This is an optimization exercise on Yosys and OpenROAD, whose aim is small area, a short achievable clock period and few clock cycles per item, not a production implementation.
Power is estimated from default activity; no workload was simulated.

==> module S00_AXI, before the edit <==
module S00_AXI
#(
	  parameter integer AXI_DATA_WIDTH	= 32
	, parameter integer AXI_ADDR_WIDTH	= 8
	, parameter integer AXI_REGS_COUNT	= 20
)
(
	  input  logic                              AXI_ACLK
	, input  logic                              AXI_ARESETN
	, input  logic [AXI_ADDR_WIDTH - 1 : 0]     AXI_AWADDR
	, input  logic                              AXI_AWVALID
	, output logic                              AXI_AWREADY
	, input  logic [AXI_DATA_WIDTH - 1 : 0]     AXI_WDATA
	, input  logic [(AXI_DATA_WIDTH/8)-1 : 0]   AXI_WSTRB
	, input  logic                              AXI_WVALID
	, output logic                              AXI_WREADY
	, output logic [1 : 0]                      AXI_BRESP
	, output logic                              AXI_BVALID
	, input  logic                              AXI_BREADY
	, input  logic [AXI_ADDR_WIDTH - 1 : 0]     AXI_ARADDR
	, input  logic                              AXI_ARVALID
	, output logic                              AXI_ARREADY
	, output logic [AXI_DATA_WIDTH - 1 : 0]     AXI_RDATA
	, output logic [1 : 0]                      AXI_RRESP
	, output logic                              AXI_RVALID
	, input  logic                              AXI_RREADY
);
	localparam integer NBYTES = AXI_DATA_WIDTH/8;
	assign AXI_AWREADY = 1'b1;
	assign AXI_WREADY  = 1'b1;
	assign AXI_ARREADY = 1'b1;
	assign AXI_BRESP   = 2'b00;
	assign AXI_RRESP   = 2'b00;
	logic                          aw_got, w_got, commit, bvalid;
	logic [AXI_REGS_COUNT - 1 : 0] wrow;
	logic [NBYTES - 1 : 0]         wstrb;
	logic aw_ok, w_ok;
	assign aw_ok = aw_got | AXI_AWVALID;
	assign w_ok  = w_got  | AXI_WVALID;
	always_ff @(posedge AXI_ACLK)
	begin
		if (!AXI_ARESETN)
		begin
			aw_got <= 1'b0;
			w_got  <= 1'b0;
			bvalid <= 1'b0;
		end
		else
		begin
			aw_got <= aw_ok & ~w_ok;
			w_got  <= w_ok & ~aw_ok;
			bvalid <= bvalid ? ~AXI_BREADY : (aw_ok & w_ok);
		end
	end
	assign AXI_BVALID = bvalid;
	always_ff @(posedge AXI_ACLK)
	begin
		if (!AXI_ARESETN)
		begin
			commit <= 1'b1;
			wrow   <= '1;
			wstrb  <= '1;
		end
		else
		begin
			commit <= aw_ok & w_ok;
			if (!aw_got)
				for (integer i = 0; i < AXI_REGS_COUNT; i = i + 1)
					wrow[i] <= (AXI_AWADDR[6:2] == i);
			if (!w_got) wstrb <= AXI_WSTRB;
		end
	end
	logic [AXI_DATA_WIDTH - 1 : 0] regs_n [AXI_REGS_COUNT];
	logic [AXI_DATA_WIDTH - 1 : 0] rdata;
	logic [AXI_DATA_WIDTH - 1 : 0] wdata_n;
	assign wdata_n = ~rdata;
	logic [NBYTES - 1 : 0] cs;
	assign cs = {NBYTES{commit}} & wstrb;
	genvar r, b;
	generate
		for (r = 0; r < AXI_REGS_COUNT; r = r + 1)
		begin : g_row
			for (b = 0; b < NBYTES; b = b + 1)
			begin : g_byte
				logic ld, keep;
				logic [7:0] nxt;
				AND2  u_ld   (.a(wrow[r]), .b(cs[b]), .y(ld));
				NAND2 u_keep (.a(wrow[r]), .b(cs[b]), .y(keep));
				for (genvar i = 0; i < 8; i = i + 1)
				begin : g_bit
					AO22 u_ao (.a(ld), .b(wdata_n[b*8+i]), .c(keep), .d(regs_n[r][b*8+i]), .y(nxt[i]));
				end
				always_ff @(posedge AXI_ACLK) regs_n[r][b*8 +: 8] <= nxt;
			end
		end
	endgenerate
	logic rvalid;
	always_ff @(posedge AXI_ACLK) rvalid <= AXI_ARESETN & (rvalid ? ~AXI_RREADY : AXI_ARVALID);
	logic [3:0]                    lo;
	logic [7:0]                    hi;
	logic [AXI_REGS_COUNT - 1 : 0] rsel_n;
	DEC2  u_lo (.a(AXI_ARADDR[3:2]), .y(lo));
	DEC3H u_hi (.a(AXI_ARADDR[6:4]), .en(AXI_ARVALID), .y(hi));
	for (genvar i = 0; i < AXI_REGS_COUNT; i = i + 1)
	begin : g_rsel
		NAND2 u_nand (.a(hi[i / 4]), .b(lo[i % 4]), .y(rsel_n[i]));
	end
	logic hold_n, wvalid_n;
	assign hold_n   = ~(rvalid | w_got);
	assign wvalid_n = ~AXI_WVALID;
	for (genvar i = 0; i < AXI_DATA_WIDTH; i = i + 1)
	begin : g_rbit
		logic [10:0] t;
		for (genvar j = 0; j < 10; j = j + 1)
		begin : g_pair
			OAI22 u_oai (.a(rsel_n[2*j]), .b(regs_n[2*j][i]), .c(rsel_n[2*j+1]), .d(regs_n[2*j+1][i]), .y(t[j]));
		end
		OAI22 u_hw (.a(hold_n), .b(wdata_n[i]), .c(wvalid_n), .d(~AXI_WDATA[i]), .y(t[10]));
		logic rnext;
		OR11 u_or (.a(t), .y(rnext));
		always_ff @(posedge AXI_ACLK) rdata[i] <= rnext;
	end
	assign AXI_RDATA  = rdata;
	assign AXI_RVALID = rvalid;
endmodule
==> module AND2, before the edit <==
module AND2
(
	  input  logic a
	, input  logic b
	, output logic y
);
	assign y = a & b;
endmodule
Settings: LEC_CHECK=0, CAP_MARGIN=20, CORE_MARGIN=2, CORE_UTILIZATION=50, CTS_CLUSTER_DIAMETER=80, CTS_CLUSTER_SIZE=25, SETUP_SLACK_MARGIN=2.5, SLEW_MARGIN=20, SYNTH_HIERARCHICAL=1, SYNTH_MINIMUM_KEEP_SIZE=0; clock period 4.5 ns.
run.sh (not shown) runs the stock make flow with config.mk's settings and CLKGATE_MAP_FILE= SYNTH_SCRIPT=/design/flow/synth_recipe.tcl, a recipe that flattens the netlist after the stock synthesis.
Then changed:
--- a/flow/design.v
+++ b/flow/design.v
@@ -71,27 +71,24 @@
 		end
 	end
 	logic [AXI_DATA_WIDTH - 1 : 0] regs_n [AXI_REGS_COUNT];
 	logic [AXI_DATA_WIDTH - 1 : 0] rdata;
 	logic [AXI_DATA_WIDTH - 1 : 0] wdata_n;
 	assign wdata_n = ~rdata;
-	logic [NBYTES - 1 : 0] cs;
-	assign cs = {NBYTES{commit}} & wstrb;
 	genvar r, b;
 	generate
 		for (r = 0; r < AXI_REGS_COUNT; r = r + 1)
 		begin : g_row
 			for (b = 0; b < NBYTES; b = b + 1)
 			begin : g_byte
-				logic ld, keep;
+				logic ld;
 				logic [7:0] nxt;
-				AND2  u_ld   (.a(wrow[r]), .b(cs[b]), .y(ld));
-				NAND2 u_keep (.a(wrow[r]), .b(cs[b]), .y(keep));
+				assign ld = commit & wrow[r] & wstrb[b];
 				for (genvar i = 0; i < 8; i = i + 1)
 				begin : g_bit
-					AO22 u_ao (.a(ld), .b(wdata_n[b*8+i]), .c(keep), .d(regs_n[r][b*8+i]), .y(nxt[i]));
+					AO22 u_ao (.a(ld), .b(wdata_n[b*8+i]), .c(~ld), .d(regs_n[r][b*8+i]), .y(nxt[i]));
 				end
 				always_ff @(posedge AXI_ACLK) regs_n[r][b*8 +: 8] <= nxt;
 			end
 		end
 	endgenerate
 	logic rvalid;
@@ -139,20 +136,12 @@
 	, input  logic b
 	, input  logic c
 	, input  logic d
 	, output logic y
 );
 	assign y = ~((a | b) & (c | d));
-endmodule
-module AND2
-(
-	  input  logic a
-	, input  logic b
-	, output logic y
-);
-	assign y = a & b;
 endmodule
 module NAND2
 (
 	  input  logic a
 	, input  logic b
 	, output logic y
After rerunning:
- The new run finished clean
- hold slack hardly moves
- routed wire length climbs by 1.9%
- clock power drops by about 1%
- flip-flop and latch count stays the same
- total power is about the same
- design area drops by 0.50%
- via count drops by 0.66%
- core utilization drops by 0.29 points
- synthesized cell count climbs by 0.55%
- global-route usage drops by 0.21 points
- first-iteration DRC count climbs by 2.7%
Function was not checked in any run of this note: the RTL went through the layout flow alone.

[afterwards: timing with drivers on the ports]
The flow's constraints put no driver on any port. The routed layouts listed below were extracted and timed again, unchanged, in two steps. Step 1, drivers: a clkbuf_16 drives clk and a buf_2 each remaining input, both assumed. Step 2 times the ports against the registers' clock, not the clock port: input delays grow and output delays shrink by t, the midpoint of the rising clock arrivals with the driver on. a / b / c = ideal / step 1 / step 2; a / b = the first two.
run | shift t [ns] | setup slack, ns | worst setup path after step 2 | cell pins on the clock port's net
the first run | 0.645 | 2.451 / 2.387 / 1.879 | input to register | 1
the second run | 0.653 | 2.509 / 2.445 / 1.927 | input to register | 1
After both steps setup and hold are still met in every run listed. For the second run, which loses most, drivers alone change the setup slack by -0.064 ns; drivers and shift together by -0.582 ns.
